From an optimization exercise on the open Yosys and OpenROAD flow, aimed at small area, a short achievable clock period and few clock cycles; shortcuts taken in it are not production practice.
Function was checked by simulation only, so behaviour that the tests miss may differ from the original.
Power is estimated from default activity; no workload was simulated.

`design.v`:
```
module arith(input  logic        cin,
             input  logic [31:0] A, B,
             output logic [31:0] sum,
             output logic        slt);
logic [32:0] s;
logic        t31, v;
assign s   = {A, 1'b1} + {B, cin};
assign sum = s[32:1];
assign t31 = B[31] ^ (&B[30:0]);
assign v   = (~A[31] & ~t31 & sum[31]) | (A[31] & t31 & ~sum[31]);
assign slt = ~(&(A ^ B)) & (sum[31] ^ v);
endmodule
module shift(input  logic [31:0] A,
             input  logic [4:0]  shamt,
             input  logic        arith,
             output logic [31:0] shl, shr);
logic signed [32:0] ax;
logic [32:0]        r;
assign ax  = {arith & A[31], A};
assign r   = ax >>> shamt;
assign shl = A << shamt;
assign shr = r[31:0];
endmodule
module alu(input  logic [31:0] A, B,
           input  logic [4:0]  shamt,
           input  logic        cin, sAdd, sSlt, sAnd, sOr, sXor, sNor,
           input  logic        sSll, sSrl, sSra,
           output logic [31:0] sum,
           output logic        slt,
           output logic [31:0] Yo, Y);
logic [31:0] shl, shr;
arith xarith(cin, A, B, sum, slt);
shift xshift(A, shamt, sSra, shl, shr);
always_comb begin
	Yo = ({32{sAnd}} & (A & B))
	   | ({32{sOr}}  & (A | B))
	   | ({32{sXor}} & (A ^ B))
	   | ({32{sNor}} & ~(A | B))
	   | ({32{sSll}} & shl)
	   | ({32{sSrl | sSra}} & shr);
	Y = ({32{sAdd}} & sum) | {31'b0, sSlt & slt} | Yo;
end
endmodule
module ctl(input  logic [31:0] ins,
           output logic        valid,    
           output logic        usesRt,   
           output logic        imm,      
           output logic        zext,     
           output logic [4:0]  dst,      
           output logic        load, store,
           output logic        sub, sAdd, sSlt, sAnd, sOr, sXor, sNor,
           output logic        sSll, sSrl, sSra);
logic [5:0] op, fn;
logic       rtype, fadd, fsub, fand, for_, fxor, fnor, fslt, fsll, fsrl, fsra;
logic       addi, andi, ori, xori;
assign op = ins[31:26];
assign fn = ins[5:0];
assign rtype = (op == 6'b000000);
assign fadd = rtype & (fn == 6'b100000);
assign fsub = rtype & (fn == 6'b100010);
assign fand = rtype & (fn == 6'b100100);
assign for_ = rtype & (fn == 6'b100101);
assign fxor = rtype & (fn == 6'b100110);
assign fnor = rtype & (fn == 6'b100111);
assign fslt = rtype & (fn == 6'b101010);
assign fsll = rtype & (fn == 6'b000000);
assign fsrl = rtype & (fn == 6'b000010);
assign fsra = rtype & (fn == 6'b000011);
assign addi  = (op == 6'b001000);
assign andi  = (op == 6'b001100);
assign ori   = (op == 6'b001101);
assign xori  = (op == 6'b001110);
assign load  = (op == 6'b100011);
assign store = (op == 6'b101011);
assign sAdd = fadd | fsub | addi | load | store;
assign sub  = fsub | fslt;
assign sSlt = fslt;
assign sAnd = fand | andi;
assign sOr  = for_ | ori;
assign sXor = fxor | xori;
assign sNor = fnor;
assign sSll = fsll;
assign sSrl = fsrl;
assign sSra = fsra;
assign usesRt = fadd | fsub | fand | for_ | fxor | fnor | fslt | store;
assign imm    = addi | andi | ori | xori | load | store;
assign zext   = andi | ori | xori;
assign valid  = usesRt | fsll | fsrl | fsra | imm;
always_comb begin
	if (fadd | fsub | fand | for_ | fxor | fnor | fslt | fsll | fsrl | fsra)
		dst = ins[15:11];
	else if (addi | andi | ori | xori | load)
		dst = ins[20:16];
	else
		dst = 5'b0;
end
endmodule
module pc(input  logic        clk, rst, hold,
          output logic [31:0] ia);
logic [29:0] word;
always_ff @(posedge clk) begin
	if (rst)        word <= 30'b0;
	else if (!hold) word <= word + 30'd1;
end
assign ia = {word, 2'b00};
endmodule
module regfile(input  logic        clk,
               input  logic [4:0]  ra, rb,
               output logic [31:0] rda, rdb,
               input  logic [4:0]  wa,
               input  logic [31:0] wd);
logic [991:0] flat;
logic [31:1]  sa, sb, sw;
dec5 deca(ra, sa);
dec5 decb(rb, sb);
dec5 decw(wa, sw);
for (genvar i = 1; i < 32; i++) begin : row
	rfrow u(clk, sw[i], ~sw[i], wd, flat[32*(i-1) +: 32]);
end
rdport porta(sa, flat, rda);
rdport portb(sb, flat, rdb);
endmodule
module rfrow(input  logic        clk, we, hold,
             input  logic [31:0] d,
             output logic [31:0] q);
always_ff @(posedge clk)
	q <= ({32{we}} & d) | ({32{hold}} & q);
endmodule
module dec5(input  logic [4:0]  a,
            output logic [31:1] sel);
always_comb
	for (int i = 1; i < 32; i++) sel[i] = (a == i[4:0]);
endmodule
module rdport(input  logic [31:1]  sel,
              input  logic [991:0] d,
              output logic [31:0]  q);
always_comb begin
	q = 32'b0;
	for (int i = 1; i < 32; i++)
		q = q | ({32{sel[i]}} & d[32*(i-1) +: 32]);
end
endmodule
module beta(    input logic clk, reset,
                input logic [31:0] id, memReadData,
                output logic [31:0] ia, memAddr, memWriteData,
                output logic MemRead, MemWrite);
logic        stall, rst;
always_ff @(posedge clk or posedge reset) begin
	if (reset) rst <= 1'b1;
	else       rst <= 1'b0;
end
logic [31:0] IR;
logic        vD;
pc pc_module(clk, rst, stall, ia);
always_ff @(posedge clk) begin
	if (rst)         vD <= 1'b0;
	else if (!stall) vD <= 1'b1;
end
always_ff @(posedge clk) begin
	if (!stall) IR <= id;
end
logic        valid, usesRt, immI, zext, load, store;
logic        sub, sAdd, sSlt, sAnd, sOr, sXor, sNor, sSll, sSrl, sSra;
logic [4:0]  dst, rs, rt;
logic [31:0] rfa, rfb, fa, fb, faE, fbE, bop, immval, mval, Y, res;
logic        selSa, selTa, selYa, selMa, selOa, selSb, selTb, selYb, selMb, selOb;
logic        np, nn, slt;
logic [31:0] sum, Yo;
logic [4:0]  dE, dM;
logic        ldE, stE, ldM;
logic        hitEa, hitMa, hitEb, hitMb;
ctl ctl_module(IR, valid, usesRt, immI, zext, dst, load, store,
               sub, sAdd, sSlt, sAnd, sOr, sXor, sNor, sSll, sSrl, sSra);
assign rs = IR[25:21];
assign rt = IR[20:16];
regfile regfile_module(clk, rs, rt, rfa, rfb, dM, mval);
logic [4:0] nrs, nrt, dstD;
assign nrs  = stall ? IR[25:21] : id[25:21];
assign nrt  = stall ? IR[20:16] : id[20:16];
assign dstD = vD ? dst : 5'b0;
always_ff @(posedge clk) begin
	if (rst) begin
		hitEa <= 1'b0;
		hitEb <= 1'b0;
		hitMa <= 1'b0;
		hitMb <= 1'b0;
	end else begin
		hitEa <= ~stall & (dstD != 5'b0) & (dstD == id[25:21]);
		hitEb <= ~stall & (dstD != 5'b0) & (dstD == id[20:16]);
		hitMa <= (dE != 5'b0) & (dE == nrs);
		hitMb <= (dE != 5'b0) & (dE == nrt);
	end
end
assign mval = ldM ? memReadData : res;
always_comb begin
	faE = hitMa ? res : rfa;
	fbE = hitMb ? res : rfb;
end
assign selSa = hitEa & sAddE;
assign selTa = hitEa & sSltE;
assign selYa = hitEa & ~sAddE & ~sSltE;
assign selMa = ~hitEa & hitMa & ldM;
assign selOa = ~hitEa & ~(hitMa & ldM);
assign selSb = hitEb & sAddE;
assign selTb = hitEb & sSltE;
assign selYb = hitEb & ~sAddE & ~sSltE;
assign selMb = ~hitEb & hitMb & ldM;
assign selOb = ~hitEb & ~(hitMb & ldM);
assign np = ~immI & ~sub;
assign nn = ~immI & sub;
fwd fwda(selSa, selTa, selYa, selMa, selOa, sum, slt, Yo, memReadData, faE, fa);
fwd fwdb(selSb, selTb, selYb, selMb, selOb, sum, slt, Yo, memReadData, fbE, fb);
fwdx fwdo(selSb & np, selSb & nn, selTb & np, selTb & nn, selYb & np, selYb & nn,
          selMb & np, selMb & nn, selOb | immI,
          sum, slt, Yo, memReadData, immI ? immval : (fbE ^ {32{sub}}), bop);
assign immval = {zext ? 16'b0 : {16{IR[15]}}, IR[15:0]};
assign stall = vD & valid & ldE & (hitEa | (usesRt & hitEb));
logic [31:0] A, Bop, Bv;
logic [4:0]  shE;
logic        subE, sAddE, sSltE, sAndE, sOrE, sXorE, sNorE, sSllE, sSrlE, sSraE;
always_ff @(posedge clk) begin
	A     <= fa;
	Bop   <= bop;
	Bv    <= fb;
	shE   <= IR[10:6];
	subE  <= sub;
	sAddE <= sAdd;
	sSltE <= sSlt;
	sAndE <= sAnd;
	sOrE  <= sOr;
	sXorE <= sXor;
	sNorE <= sNor;
	sSllE <= sSll;
	sSrlE <= sSrl;
	sSraE <= sSra;
end
always_ff @(posedge clk) begin
	if (rst) begin
		dE  <= 5'b0;
		ldE <= 1'b0;
		stE <= 1'b0;
	end else begin
		dE  <= (vD & !stall) ? dst : 5'b0;
		ldE <= vD & !stall & load;
		stE <= vD & !stall & store;
	end
end
alu alu_module(A, Bop, shE, subE, sAddE, sSltE, sAndE, sOrE, sXorE, sNorE,
               sSllE, sSrlE, sSraE, sum, slt, Yo, Y);
always_ff @(posedge clk) begin
	res          <= Y;
	memAddr      <= sum;
	memWriteData <= Bv;
end
always_ff @(posedge clk) begin
	if (rst) begin
		dM  <= 5'b0;
		ldM <= 1'b0;
	end else begin
		dM  <= dE;
		ldM <= ldE;
	end
end
always_ff @(posedge clk or posedge reset) begin
	if (reset) begin
		MemRead  <= 1'b0;
		MemWrite <= 1'b0;
	end else begin
		MemRead  <= ldE;
		MemWrite <= stE;
	end
end
endmodule
module fwd(input  logic        sS, sT, sY, sM, sO,
           input  logic [31:0] s,
           input  logic        t,
           input  logic [31:0] y, m, o,
           output logic [31:0] q);
assign q = ({32{sS}} & s) | {31'b0, sT & t} | ({32{sY}} & y)
         | ({32{sM}} & m) | ({32{sO}} & o);
endmodule
module fwdx(input  logic        sSp, sSn, sTp, sTn, sYp, sYn, sMp, sMn, sO,
            input  logic [31:0] s,
            input  logic        t,
            input  logic [31:0] y, m, o,
            output logic [31:0] q);
assign q = ({32{sSp}} & s) | ({32{sSn}} & ~s)
         | {31'b0, sTp & t} | {{31{sTn}}, sTn & ~t}
         | ({32{sYp}} & y) | ({32{sYn}} & ~y)
         | ({32{sMp}} & m) | ({32{sMn}} & ~m)
         | ({32{sO}} & o);
endmodule
```
`flow/run.sh`:
```
#!/bin/bash
set -euo pipefail
MARGIN=$(cat flow/margin.txt)
bash standard.sh SETUP_SLACK_MARGIN=$MARGIN \
  "BUFFER_PORTS_ARGS=-buffer_cell sky130_fd_sc_hd__buf_2" \
  finish > flow_make.log 2>&1
```
`flow/margin.txt`:
```
8.35
```
`standard.sh`:
```
#!/bin/bash
# synth_recipe.tcl (not shown) runs the flow's synth.tcl, then flattens the netlist and writes it again
# the make line also repeats each setting of config.mk as NAME=value (left out here)
make -C /OpenROAD-flow-scripts/flow DESIGN_CONFIG=/design/flow/config.mk WORK_HOME=/design/flow/orfs CLKGATE_MAP_FILE= SYNTH_SCRIPT=/design/flow/synth_recipe.tcl "${@:-finish}"
```
`config.mk`:
```
export PLATFORM = sky130hd
export DESIGN_NAME = beta
export DESIGN_NICKNAME = beta
export VERILOG_FILES = /design/flow/design.v
export SDC_FILE = /design/flow/constraint.sdc
export NUM_CORES = 4
export LEC_CHECK = 0
export CAP_MARGIN = 20
export CORE_MARGIN = 2
export CORE_UTILIZATION = 55
export CTS_CLUSTER_DIAMETER = 100
export CTS_CLUSTER_SIZE = 22
export SLEW_MARGIN = 20
export SYNTH_HIERARCHICAL = 1
export TNS_END_PERCENT = 10
```
`constraint.sdc`:
```
create_clock -name core_clock -period 12.0 [get_ports {clk}]
set_input_delay 2.4000 -clock core_clock [delete_from_list [all_inputs] [get_ports {clk}]]
set_output_delay 2.4000 -clock core_clock [all_outputs]
set_load 0.01 [all_outputs]
```
==> results of run 1 <==
==> Yosys stat by module (local to each module, per instance) <==
| module | flops+latches | cells |
|---|---|---|
| beta | 260 | 583 |
| rdport | 0 | 733 |
| shift | 0 | 469 |
| alu | 0 | 323 |
| arith | 0 | 239 |
| pc | 30 | 169 |
| fwdx | 0 | 186 |
| rfrow | 32 | 70 |
| fwd | 0 | 108 |
| ctl | 0 | 54 |
| dec5 | 0 | 46 |
| regfile | 0 | 31 |
==> layout by cell type, fill, tap and decap left out, types with 103 or more instances in the layout <==
cell type,Yosys,layout
a222oi_1,103,103
a22oi_1,913,908
mux2_2,123,123
mux2i_1,170,170
dfxtp_1,1247,1210
nand4_1,189,189
buf_2,84,161
buf_4,13,170
a22o_1,1003,1003
nand3_1,179,162
nand2_1,179,177
==> cell type report <==
type,instances,area share
Antenna cell,22,0.0008286
Clock buffer,79,0.02702
Clock inverter,7,0.001092
Inverter,132,0.007514
Multi-Input combinational cell,4078,0.5071
Sequential cell,1282,0.3923
Tap cell,1512,0.02847
Timing Repair Buffer,349,0.03569
==> routing by layer <==
layer  wire, um  vias up
li1           -    23964
met1     104000    28465
met2     116600     4776
met3      37940     1045
met4      22290       34
met5        207        -
==> worst paths after layout <==
kind                                  startpoint                        to  slack, ns  cells after the start
worst max-delay path            IR[22]$_DFFE_PP_             A[10]$_DFF_P_       8.23                      9
worst min-delay path              Bv[18]$_DFF_P_  memWriteData[18]$_DFF_P_       0.33                      0
worst max register to register  IR[22]$_DFFE_PP_             A[10]$_DFF_P_       8.23                      9
worst min register to register    Bv[18]$_DFF_P_  memWriteData[18]$_DFF_P_       0.33                      0
max in group asynchronous                  reset             rst$_DFF_PP1_      10.23                      2
min in group asynchronous                  reset         MemRead$_DFF_PP0_       1.56                      2
==> logic make-up after synthesis <==
group,after synthesis,synth area share
AOI/OAI and AO/OA,2529,0.3294
DFF,1282,0.4116
and+or+nand+nor,1001,0.08479
buffers and inverters,689,0.07064
muxes,355,0.07173
adders and majority gates,98,0.01951
xor gates and xnor gates,88,0.01220
other,2,0.0001189
==> sequential cells by signal (all words and copies together) (netlist names), 5 cells and up <==
signal / flops
memWriteData: 32
dE: 5
Bop: 32
IR: 32
Bv: 32
memAddr: 32
dM: 5
regfile_module.row.u.q: 992
shE: 5
pc_module.word: 30
A: 32
res: 32
==> metrics by stage <==
stage                     power, uW  utilization  instances
after floorplan                4577            -       6045
after global placement         4705       0.5565       7305
after detailed placement       4705       0.5565       7305
after CTS                      7179       0.5751       7404
after global routing           7344       0.5814       7443
final                          7202       0.5818       7461
==> power groups by stage <==
stage          Clock [uW]  Sequential, uW  Combinational (uW)
6_report             2560            4320                 314
5_1_grt              2700            4330                 319
4_1_cts              2570            4320                 287
3_5_place_dp            0            4430                 279
3_3_place_gp            0            4430                 279
2_1_floorplan           0            4410                 168
==> timing repair <==
item	in CTS	in global routing
resized for setup	37	117
gates cloned	0	4
pin swaps	4	28
buffers inserted	13	31
endpoints found under the setup margin	120	115
==> critical path: stages, from the launching register on <==
cell	delay [ns]
edfxtp_1	0.61
nand3b_1	0.46
nor2_2	0.05
buf_4	0.35
a22oi_1	0.31
nand4_1	0.63
or4_1	0.70
mux2_2	0.29
a22oi_1	0.15
nand2_1	0.07
==> flow_summary_export.csv, run 1 <==
group,metric,value,unit
run_status,status,"complete, no violations",
timing,max_slew_margin,0.1909,
die,coreArea,0.1142,mm^2
routing,antenna_left,0,
logic_synthesis,ys_top_cells_by_count,"1,247 x dfxtp_1, 1,003 x a22o_1, 913 x a22oi_1, 228 x clkbuf_1, 218 x buf_6",
flow_run,maxCapViolations,0,
power_and_ir_drop,power_frac_comb,0.044,
min_path,hold_path_class,"reg2reg",
final_layout,fin_nets,6074,
placement,pre_cts_ws,7.873,ns
grt,use_met2,0.6602,
logic_synthesis,synthCells,6044,
logic_synthesis,syn_area,0.06318,mm^2
grt,grt_usage,0.4552,
timing,timing.fmax,0.2653,GHz
power_and_ir_drop,max-vdd-ir-drop,107.7,uV
routing,viasPerCell,7.812,
final_layout,multi_input_area,0.03369,mm^2
placement,gp_congestion,1.012,
power_and_ir_drop,p_leak,0.02534,uW
grt,grt_pass1_vias,52870,
placement,hpwl,177.4,mm
power_and_ir_drop,p_clk_frac,0.356,
timing,tightest_slew,1.214,ns
worst_setup_path,timing_worst_setup_path_type,"reg2reg",
final_layout,fillers,9955,
timing,timing.final.crit_share,0.3142,
die,fp.dieW,342.9,um
die,row_count,124,
final_layout,syn2layout_area_growth,5.165,%
grt,antenna_found_initial,38,
timing,min_period,3.770,ns
power_and_ir_drop,p_switching,1744,uW
logic_synthesis,ys_warn_count,13,
clock_network,cts_tree,"yes",
logic_synthesis,synth.most_common_cell,"dfxtp_1",
grt,use_met3,0.1437,
timing,slew_viol_final,0,
logic_synthesis,synth_edf_count,32,
routing,wirelength,281.0,mm
worst_setup_path,cp.arrival,4.35,ns
final_layout,drive_gt1_frac,0.1711,
grt,grt_max_degree,63,
worst_setup_path,worst-endpoint-required,12.58,ns
clock_network,clk_pin_slew,0.10,ns
logic_synthesis,ys_seq_elements,1282,
power_and_ir_drop,p_int,5458,uW
worst_setup_path,path_max_fanout,32,
routing,drc,0,
logic_synthesis,synth_flop_cell,"dfxtp_1",
routing,drt_iter0_drc,10176,
die,io_pins,164,
logic_synthesis,synth-seq-area-share,0.4116,
timing,hold_violations,0,
clock_network,cts_hold_buf,0,
timing,finalSetupViolCount,0,
placement,io_buffers,161,
clock_network,clockRootBuffer,"clkbuf_16",
timing,rsz0062_at_grt,"yes",
power_and_ir_drop,powerDensity,108.4,mW/mm^2
worst_setup_path,critPathLaunchType,"flip-flop",
clock_network,clk_latency,0.71,ns
logic_synthesis,synth_top_area_frac,0.3952,
logic_synthesis,synth_cell_type_count,114,
final_layout,regArea,0.02607,mm^2
placement,dpl_cell_area,0.06355,mm^2
grt,grt_first_pass_wirelength,394.3,mm
logic_synthesis,async_reset_ff_frac,0.002340,
worst_setup_path,cp-end-kind,"flip-flop",
clock_network,h-tree-depth,3,
timing,fin_ws,8.230,ns
timing,hold_ws,0.3290,ns
routing,vias,58284,
routing,dr.pass1.iters,10,
timing,fin_skew,0.04370,ns
logic_synthesis,yosys.area.top_type,"dfxtp_1",
grt,met1_usage,0.5879,
logic_synthesis,synth.avg_cell_area,10.45,um^2
clock_network,clock_sinks,1282,
power_and_ir_drop,pwr-share-seq,0.600,
clock_network,cts_buffers,68,
die,die_area,0.1176,mm^2
clock_network,clockBufferDepth,3,
power_and_ir_drop,netSwitchingFraction,0.2421,
grt,overflow,0,
die,fp.dieH,342.9,um
logic_synthesis,synth.area.top_cells,"dfxtp_1 40%, a22o_1 14%, a22oi_1 11%",
grt,busiest_layer,"met2",
final_layout,final_cell_area,0.06644,mm^2
die,initial_core_util,0.5533,
routing,wl_per_cell,37.67,um
timing,tns,0,ns
Testbench counts, summed over its fixed seeds: cycles 13,274.
==> run 2: changes to the inputs <==
--- a/design.v
+++ b/design.v
@@ -162,7 +162,7 @@
 logic        valid, usesRt, immI, zext, load, store;
 logic        sub, sAdd, sSlt, sAnd, sOr, sXor, sNor, sSll, sSrl, sSra;
 logic [4:0]  dst, rs, rt;
-logic [31:0] rfa, rfb, fa, fb, faE, fbE, bop, immval, mval, Y, res;
+logic [31:0] rfa, rfb, fa, fb, faE, fbE, bop, immval, mval, Y;
 logic        selSa, selTa, selYa, selMa, selOa, selSb, selTb, selYb, selMb, selOb;
 logic        np, nn, slt;
 logic [31:0] sum, Yo;
@@ -174,27 +174,14 @@
 assign rs = IR[25:21];
 assign rt = IR[20:16];
 regfile regfile_module(clk, rs, rt, rfa, rfb, dM, mval);
-logic [4:0] nrs, nrt, dstD;
-assign nrs  = stall ? IR[25:21] : id[25:21];
-assign nrt  = stall ? IR[20:16] : id[20:16];
-assign dstD = vD ? dst : 5'b0;
-always_ff @(posedge clk) begin
-	if (rst) begin
-		hitEa <= 1'b0;
-		hitEb <= 1'b0;
-		hitMa <= 1'b0;
-		hitMb <= 1'b0;
-	end else begin
-		hitEa <= ~stall & (dstD != 5'b0) & (dstD == id[25:21]);
-		hitEb <= ~stall & (dstD != 5'b0) & (dstD == id[20:16]);
-		hitMa <= (dE != 5'b0) & (dE == nrs);
-		hitMb <= (dE != 5'b0) & (dE == nrt);
-	end
-end
-assign mval = ldM ? memReadData : res;
-always_comb begin
-	faE = hitMa ? res : rfa;
-	fbE = hitMb ? res : rfb;
+assign hitEa = (dE == rs) & (rs != 5'b0);
+assign hitMa = (dM == rs) & (rs != 5'b0);
+assign hitEb = (dE == rt) & (rt != 5'b0);
+assign hitMb = (dM == rt) & (rt != 5'b0);
+assign mval = ldM ? memReadData : memAddr;
+always_comb begin
+	faE = hitMa ? memAddr : rfa;
+	fbE = hitMb ? memAddr : rfb;
 end
 assign selSa = hitEa & sAddE;
 assign selTa = hitEa & sSltE;
@@ -214,7 +201,7 @@
           selMb & np, selMb & nn, selOb | immI,
           sum, slt, Yo, memReadData, immI ? immval : (fbE ^ {32{sub}}), bop);
 assign immval = {zext ? 16'b0 : {16{IR[15]}}, IR[15:0]};
-assign stall = vD & valid & ldE & (hitEa | (usesRt & hitEb));
+assign stall = vD & valid & ldE & ((dE == rs) | (usesRt & (dE == rt))) & (dE != 5'b0);
 logic [31:0] A, Bop, Bv;
 logic [4:0]  shE;
 logic        subE, sAddE, sSltE, sAndE, sOrE, sXorE, sNorE, sSllE, sSrlE, sSraE;
@@ -248,8 +235,7 @@
 alu alu_module(A, Bop, shE, subE, sAddE, sSltE, sAndE, sOrE, sXorE, sNorE,
                sSllE, sSrlE, sSraE, sum, slt, Yo, Y);
 always_ff @(posedge clk) begin
-	res          <= Y;
-	memAddr      <= sum;
+	memAddr      <= Y;
 	memWriteData <= Bv;
 end
 always_ff @(posedge clk) begin
==> run 2 against run 1 <==
  * Synthesized cell count grew 2.7%
  * Clock power shrank 2%
  * Non-clock buffer count rose by 76
  * Die area shrank 0.74%
  * Largest cell class unchanged
  * Register-to-register slack worse by 0.11 ns
  * Via count is 2.7% higher
==> flow_summary_export.csv, run 2 <==
group,metric,value,unit
placement,place_inst,7463,
power_and_ir_drop,power_frac_comb,0.046,
placement,pre_cts_ws,7.741,ns
power_and_ir_drop,p_clk_frac,0.358,
routing,wirelength,289.6,mm
flow_run,maxCapViolations,0,
placement,gp_congestion,1.071,
die,fp.dieW,341.6,um
grt,antenna_found_initial,53,
final_layout,largest_register,"regfile_module.row.u.q",
logic_synthesis,synth.most_common_cell,"dfxtp_1",
final_layout,fillers,9728,
final_layout,layout_common_cells,"1,160 x dfxtp_1, 1,005 x a22o_1, 905 x a22oi_1, 269 x nand2_1, 227 x buf_4",
logic_synthesis,synth_top_area_frac,0.3867,
logic_synthesis,synth.avg_cell_area,10.10,um^2
power_and_ir_drop,p_int,5315,uW
logic_synthesis,synth.area.top_cells,"dfxtp_1 39%, a22o_1 14%, a22oi_1 11%",
worst_setup_path,timing_worst_setup_path_type,"reg2reg",
timing,timing.fmax,0.2579,GHz
placement,io_buffers,161,
routing,antenna_left,0,
final_layout,syn2layout_area_growth,6.350,%
clock_network,cts_tree,"yes",
grt,grt_pass1_vias,53614,
timing,finalSetupViolCount,0,
die,die_area,0.1167,mm^2
worst_setup_path,cp-end-kind,"flip-flop",
timing,max_slew_margin,0.1386,
power_and_ir_drop,p_leak,0.02586,uW
logic_synthesis,ys_top_cells_by_count,"1,211 x dfxtp_1, 1,005 x a22o_1, 910 x a22oi_1, 272 x nand2_1, 251 x nor2_1",
routing,drc,0,
routing,dr.pass1.iters,10,
final_layout,final_cell_area,0.06668,mm^2
timing,rsz0062_at_grt,"yes",
logic_synthesis,ys_warn_count,13,
timing,fin_skew,0.04193,ns
logic_synthesis,synth_edf_count,32,
timing,tightest_slew,1.292,ns
final_layout,largest_register_ffs,992,
worst_setup_path,path_max_fanout,16,
clock_network,clk_latency,0.71,ns
min_path,hold_path_class,"reg2reg",
die,io_pins,164,
power_and_ir_drop,powerDensity,105.3,mW/mm^2
die,initial_core_util,0.5558,
clock_network,clockBufferDepth,3,
grt,grt_max_degree,98,
timing,tns,0,ns
timing,timing.final.crit_share,0.3231,
run_status,status,"complete, no violations",
routing,drt_iter0_drc,10707,
routing,vias,59874,
clock_network,clockRootBuffer,"clkbuf_16",
clock_network,clock_sinks,1246,
timing,fin_ws,8.123,ns
logic_synthesis,yosys.area.top_type,"dfxtp_1",
timing,slew_viol_final,0,
routing,wl_per_cell,37.77,um
grt,overflow,0,
logic_synthesis,synthCells,6208,
logic_synthesis,async_reset_ff_frac,0.002408,
final_layout,drive_gt1_frac,0.1708,
clock_network,cts_buffers,66,
worst_setup_path,worst-endpoint-required,12.55,ns
logic_synthesis,synth_cell_type_count,112,
logic_synthesis,syn_area,0.06270,mm^2
clock_network,cts_hold_buf,0,
timing,hold_violations,0,
worst_setup_path,critPathLaunchType,"flip-flop",
placement,dpl_cell_area,0.06312,mm^2
power_and_ir_drop,p_switching,1708,uW
die,fp.dieH,341.6,um
final_layout,final_common_cell,"dfxtp_1",
grt,grt_first_pass_wirelength,401.0,mm
clock_network,clk_pin_slew,0.09,ns
grt,grt_usage,0.4667,
logic_synthesis,synth-seq-area-share,0.4032,
worst_setup_path,cp.arrival,4.43,ns
power_and_ir_drop,netSwitchingFraction,0.2432,
power_and_ir_drop,pwr-share-seq,0.596,
routing,viasPerCell,7.809,
timing,hold_ws,0.3329,ns
die,row_count,123,
clock_network,h-tree-depth,3,
logic_synthesis,ys_seq_elements,1246,
logic_synthesis,synth_flop_cell,"dfxtp_1",
final_layout,final_cells,7667,
final_layout,fin_nets,6301,
timing,min_period,3.877,ns
placement,hpwl,181.0,mm
die,coreArea,0.1128,mm^2
power_and_ir_drop,max-vdd-ir-drop,104.6,uV
run 2: cell count changes after synthesis, moves of 16 or more:
cell	previous run	this run
xnor2_1	66	39
nand2_1	179	272
mux2_2	123	97
nand4_1	189	219
nand3_1	179	211
dfxtp_1	1247	1211
or3_1	14	44
nor2_1	195	251
a31oi_1	6	22
run 2: path summary, 6_finish.rpt:
check / startpoint / to / slack (ns) / cells after the start
max in group asynchronous: reset / rst$_DFF_PP1_ / 10.24 / 2
max reg2reg: IR[18]$_DFFE_PN_ / Bop[15]$_DFF_P_ / 8.12 / 12
max: IR[18]$_DFFE_PN_ / Bop[15]$_DFF_P_ / 8.12 / 12
min reg2reg: Bv[27]$_DFF_P_ / memWriteData[27]$_DFF_P_ / 0.33 / 0
min in group asynchronous: reset / MemRead$_DFF_PP0_ / 1.55 / 2
min: Bv[27]$_DFF_P_ / memWriteData[27]$_DFF_P_ / 0.33 / 0
run 2: modules after synthesis, one instance, submodules excluded:
module | flops+latches | area [um^2]
alu | 0 | 2352
rfrow | 32 | 991.0
rdport | 0 | 5344
ctl | 0 | 369.1
arith | 0 | 1799
regfile | 0 | 116.4
fwd | 0 | 681.9
fwdx | 0 | 1455
beta | 224 | 7769
pc | 30 | 1494
shift | 0 | 3921
dec5 | 0 | 217.7
run 2: logic make-up after synthesis:
| group | count (synthesis) | synth area share |
|---|---|---|
| flops | 1246 | 0.4032 |
| mux | 317 | 0.06144 |
| compound gates | 2525 | 0.3308 |
| buf+inv | 694 | 0.07090 |
| simple gates | 1263 | 0.1051 |
| other cells | 2 | 0.0001198 |
| fa+ha+maj | 98 | 0.01966 |
| xor+xnor | 63 | 0.008800 |
run 2: layer usage:
| metal | up-vias | part of all wire | GRT usage |
|---|---|---|---|
| met3 | 979 | 0.16 | 0.1760 |
| met5 | - | 0.0012 | 0 |
| li1 | 24624 | - | - |
| met1 | 29271 | 0.36 | 0.6008 |
| met2 | 4944 | 0.40 | 0.6404 |
| met4 | 56 | 0.082 | 0.3244 |
run 2: stage by stage:
step | util | power [uW]
finish | 0.5911 | 7023
global placement | 0.5594 | 4551
CTS | 0.5798 | 6966
global route | 0.5908 | 7158
floorplan | - | 4434
detailed placement | 0.5595 | 4551
run 2: power groups by stage:
stage / sequential [uW] / clock (uW) / combinational [uW]
finish: 4190 / 2510 / 323
detailed placement: 4290 / 0 / 262
global placement: 4290 / 0 / 262
floorplan: 4270 / 0 / 162
CTS: 4190 / 2500 / 275
global route: 4190 / 2640 / 325
run 2: area by class of cell:
cell class | instances | area (um^2) | share of cell area
Timing Repair inverter | 1 | 7.507 | 0.0001126
Sequential cell | 1246 | 25360 | 0.3804
Clock inverter | 5 | 65.06 | 0.0009757
Inverter | 127 | 484.2 | 0.007262
Tap cell | 1500 | 1877 | 0.02815
Timing Repair Buffer | 425 | 3178 | 0.04766
Multi-Input combinational cell | 4271 | 33900 | 0.5084
Antenna cell | 15 | 37.54 | 0.0005629
Clock buffer | 77 | 1767 | 0.02649
run 2: timing repair:
| item | CTS | global route |
|---|---|---|
| pin swaps | 10 | 25 |
| setup buffers | 16 | 82 |
| cloned | 1 | 8 |
| setup endpoints to repair | 159 | 149 |
| gates resized for setup | 82 | 118 |
run 2: worst max-delay path, stage by stage, from the launching register on:
cell	delay (ns)
edfxtp_1	0.54
buf_6	0.18
buf_4	0.13
or3b_4	0.47
buf_4	0.23
nor2_4	0.64
a22oi_1	0.20
nand4_1	0.38
or4_4	0.26
or3_1	0.12
nand4_1	0.12
a21oi_1	0.34
nand4_1	0.12
Testbench counts of run 2, summed over its fixed seeds: cycles 13,274.
==> run 3: changes to the inputs <==
==> flow/run.sh (replaced) <==
#!/bin/bash
set -euo pipefail
MARGIN=$(cat flow/margin.txt)
bash standard.sh SETUP_SLACK_MARGIN=$MARGIN \
  "BUFFER_PORTS_ARGS=-buffer_cell sky130_fd_sc_hd__buf_4" \
  finish > flow_make.log 2>&1
==> flow/margin.txt (replaced) <==
8.5
==> run 3 against run 2 <==
  * Cell count down 0.17%
  * Critical endpoint is now A[0]$_DFF_P_
  * Non-clock buffer count down 11
  * Area after synthesis unchanged
==> flow_summary_export.csv, run 3 <==
group,metric,value,unit
clock_network,clockBufferDepth,3,
logic_synthesis,yosys.area.top_type,"dfxtp_1",
clock_network,cts_buffers,67,
logic_synthesis,ys_warn_count,13,
logic_synthesis,synth_top_family_by_area,"compound AO/OA/AOI/OAI gates",
logic_synthesis,synth_top_area_frac,0.3867,
final_layout,largest_register,"regfile_module.row.u.q",
final_layout,drive_gt1_frac,0.1786,
timing,hold_violations,0,
clock_network,clock_sinks,1246,
placement,dpl_cell_area,0.06364,mm^2
logic_synthesis,synth.area.mux_share,0.06144,
worst_setup_path,cp.arrival,4.28,ns
routing,antenna_left,0,
logic_synthesis,synth_compound_area_frac,0.3308,
logic_synthesis,ys_top_cells_by_count,"1,211 x dfxtp_1, 1,005 x a22o_1, 910 x a22oi_1, 272 x nand2_1, 251 x nor2_1",
logic_synthesis,ys_seq_elements,1246,
routing,wirelength,289.3,mm
die,fp.dieH,341.6,um
worst_setup_path,path_max_fanout,32,
logic_synthesis,synth-seq-area-share,0.4032,
placement,gp_congestion,1.109,
logic_synthesis,syn_area,0.06270,mm^2
power_and_ir_drop,max-vdd-ir-drop,99.13,uV
final_layout,largest_register_ffs,992,
timing,timing.fmax,0.2666,GHz
timing,min_period,3.750,ns
min_path,hold_path_class,"reg2reg",
die,die_area,0.1167,mm^2
grt,grt_pass1_vias,54523,
run_status,status,"complete, no violations",
logic_synthesis,synth_cell_type_count,112,
worst_setup_path,worst-endpoint-required,12.53,ns
timing,tightest_slew,1.187,ns
clock_network,clockRootBuffer,"clkbuf_16",
grt,grt_usage,0.4727,
routing,vias,60356,
timing,fin_skew,0.08025,ns
flow_run,maxCapViolations,0,
worst_setup_path,timing_worst_setup_path_type,"reg2reg",
timing,max_slew_margin,0.2088,
power_and_ir_drop,powerDensity,104.7,mW/mm^2
worst_setup_path,critPathBufInv,1,
worst_setup_path,cp_cell_sequence,"or3_4 > nor2_4 > buf_4 > a22oi_1 > nand4_1 > or4_4 > mux2_2 > a222oi_1 > nand2_1",
worst_setup_path,crit_slowest_cell,"or4_4",
placement,io_buffers,161,
timing,timing.final.crit_share,0.3125,
clock_network,h-tree-depth,3,
routing,wl_per_cell,37.80,um
timing,finalSetupViolCount,0,
grt,overflow,0,
worst_setup_path,critPathMaxStageDelay,0.75,ns
final_layout,final_cells,7654,
die,fp.dieW,341.6,um
logic_synthesis,async_reset_ff_frac,0.002408,
routing,drt_iter0_drc,11053,
logic_synthesis,synth_edf_count,32,
power_and_ir_drop,p_leak,0.02586,uW
clock_network,clk_pin_slew,0.10,ns
worst_setup_path,cp-end-kind,"flip-flop",
clock_network,clk_latency,0.72,ns
clock_network,cts_tree,"yes",
final_layout,layout_common_cells,"1,119 x dfxtp_1, 1,005 x a22o_1, 902 x a22oi_1, 364 x buf_4, 270 x nand2_1",
grt,antenna_found_initial,43,
final_layout,fillers,9698,
die,io_pins,164,
clock_network,cts_hold_buf,0,
die,coreArea,0.1128,mm^2
logic_synthesis,synthSimpleGateAreaFrac,0.1051,
logic_synthesis,synth.area.top_cells,"dfxtp_1 39%, a22o_1 14%, a22oi_1 11%",
logic_synthesis,synth.most_common_cell,"dfxtp_1",
placement,place_inst,7467,
final_layout,final_common_cell,"dfxtp_1",
placement,hpwl,182.0,mm
timing,rsz0062_at_grt,"yes",
final_layout,syn2layout_area_growth,7.339,%
die,row_count,123,
die,initial_core_util,0.5558,
routing,dr.pass1.iters,11,
grt,grt_first_pass_wirelength,406.0,mm
logic_synthesis,synthCells,6208,
logic_synthesis,yosys.area_share.adder,0.01966,
worst_setup_path,critPathTopFamily,"simple AND/OR/NAND/NOR gates",
logic_synthesis,synth.avg_cell_area,10.10,um^2
logic_synthesis,synth-xor-area-share,0.008800,
final_layout,fin_nets,6291,
routing,viasPerCell,7.886,
worst_setup_path,critPathLaunchType,"flip-flop",
final_layout,final_cell_area,0.06730,mm^2
logic_synthesis,synth_flop_cell,"dfxtp_1",
timing,tns,0,ns
timing,slew_viol_final,0,
grt,grt_max_degree,97,
routing,drc,0,
## run 3: cells by family (layout without fill, tap and decap cells)
logic type               count (synthesis)  in the layout
AO/OA/AOI/OAI                         2525           2525
XOR/XNOR                                63             63
adder cells (fa/ha/maj)                 98             98
buffers and inverters                  694            624
flip-flops                            1246           1246
multiplexers                           317            317
other                                    2             16
AND/OR/NAND/NOR                       1263           1265
## run 3: worst register-to-register path, cell delays in order, from the launching register on
cell and delay [ns]:
edfxtp_1 0.62, or3_4 0.28, nor2_4 0.07, buf_4 0.31, a22oi_1 0.29, nand4_1 0.60
or4_4 0.75, mux2_2 0.28, a222oi_1 0.27, nand2_1 0.11
## run 3: final cells by class
| type | instances | area [um^2] | area share |
|---|---|---|---|
| Inverter | 127 | 483.0 | 0.007176 |
| Antenna cell | 13 | 32.53 | 0.0004834 |
| Multi-Input combinational cell | 4271 | 34020 | 0.5055 |
| Clock inverter | 7 | 92.59 | 0.001376 |
| Sequential cell | 1246 | 25500 | 0.3788 |
| Timing Repair Buffer | 414 | 3505 | 0.05207 |
| Clock buffer | 75 | 1792 | 0.02662 |
| Tap cell | 1500 | 1877 | 0.02789 |
| Timing Repair inverter | 1 | 5.005 | 0.00007436 |
## run 3: metrics by stage
step	setup slack, ns	hold WS [ns]	power, uW	util
detailed placement	7.841	0.3135	4557	0.5641
global route	8.275	0.3146	7175	0.5963
finish	8.250	0.3128	7045	0.5966
global placement	7.837	0.3117	4555	0.5630
CTS	8.355	0.3021	7003	0.5880
floorplan	8.701	0.3096	4434	-
## run 3: power by group
part,switching (uW),internal (uW),total (uW)
registers,27.2,4150,4180
clock network,1470,1080,2540
logic,221,100,321
total,1710,5330,7040
## run 3: repair_timing
action | CTS | global route
cloned | 2 | 1
pin swaps | 6 | 36
setup endpoints to repair | 225 | 212
gates resized for setup | 162 | 127
setup buffers | 40 | 48
## run 3: final timing paths
kind | start | to | slack (ns) | cells after the start
worst max-delay path | IR[21]$_DFFE_PN_ | A[0]$_DFF_P_ | 8.25 | 9
worst min-delay path | Bv[2]$_DFF_P_ | memWriteData[2]$_DFF_P_ | 0.31 | 0
worst max register to register | IR[21]$_DFFE_PN_ | A[0]$_DFF_P_ | 8.25 | 9
worst min register to register | Bv[2]$_DFF_P_ | memWriteData[2]$_DFF_P_ | 0.31 | 0
max in group asynchronous | reset | rst$_DFF_PP1_ | 10.22 | 2
min in group asynchronous | reset | MemWrite$_DFF_PP0_ | 1.57 | 2
## run 3: routing by layer
metal / up-vias / wire length, um / GRT usage
li1: 24597 / - / -
met1: 29427 / 106000 / 0.6077
met2: 5163 / 114900 / 0.6574
met3: 1113 / 43200 / 0.1658
met4: 56 / 24760 / 0.3325
met5: - / 504 / 0.002042
## run 3: Yosys stat by module (local to each module, per instance)
module	times used	cells
dec5	3	46
fwdx	1	186
rfrow	31	70
pc	1	169
beta	1	717
fwd	2	108
ctl	1	54
alu	1	323
regfile	1	31
shift	1	499
arith	1	239
rdport	2	733

re-timing with driven ports:
The flow's constraints put no driver on any port. The routed layouts listed below were extracted and timed again, unchanged, in two steps. Step 1: set_driving_cell puts a clkbuf_16 on clk and a buf_2 on each other input, an assumption about the parent block. Step 2 also shifts input and output timing later by t, the mid clock arrival at the registers, as if the neighbouring blocks saw the same clock. Slacks: ideal ports / drivers / drivers and shift; pairs: ideal ports / drivers.
| run | t, ns | slack for setup (ns) | worst hold slack (ns) | worst data-port slew with drivers (ns) |
|---|---|---|---|---|
| run 1 | 0.769 | 8.230 / 8.230 / 8.030 | 0.329 / 0.329 / 0.329 | 0.13 |
| run 2 | 0.759 | 8.123 / 8.123 / 7.963 | 0.333 / 0.333 / 0.333 | 0.08 |
| run 3 | 0.759 | 8.250 / 8.250 / 8.092 | 0.313 / 0.313 / 0.313 | 0.05 |
After both steps setup and hold are still met in every run listed. For run 1, which loses most, drivers alone change the setup slack by 0.000 ns; drivers and shift together by -0.200 ns.
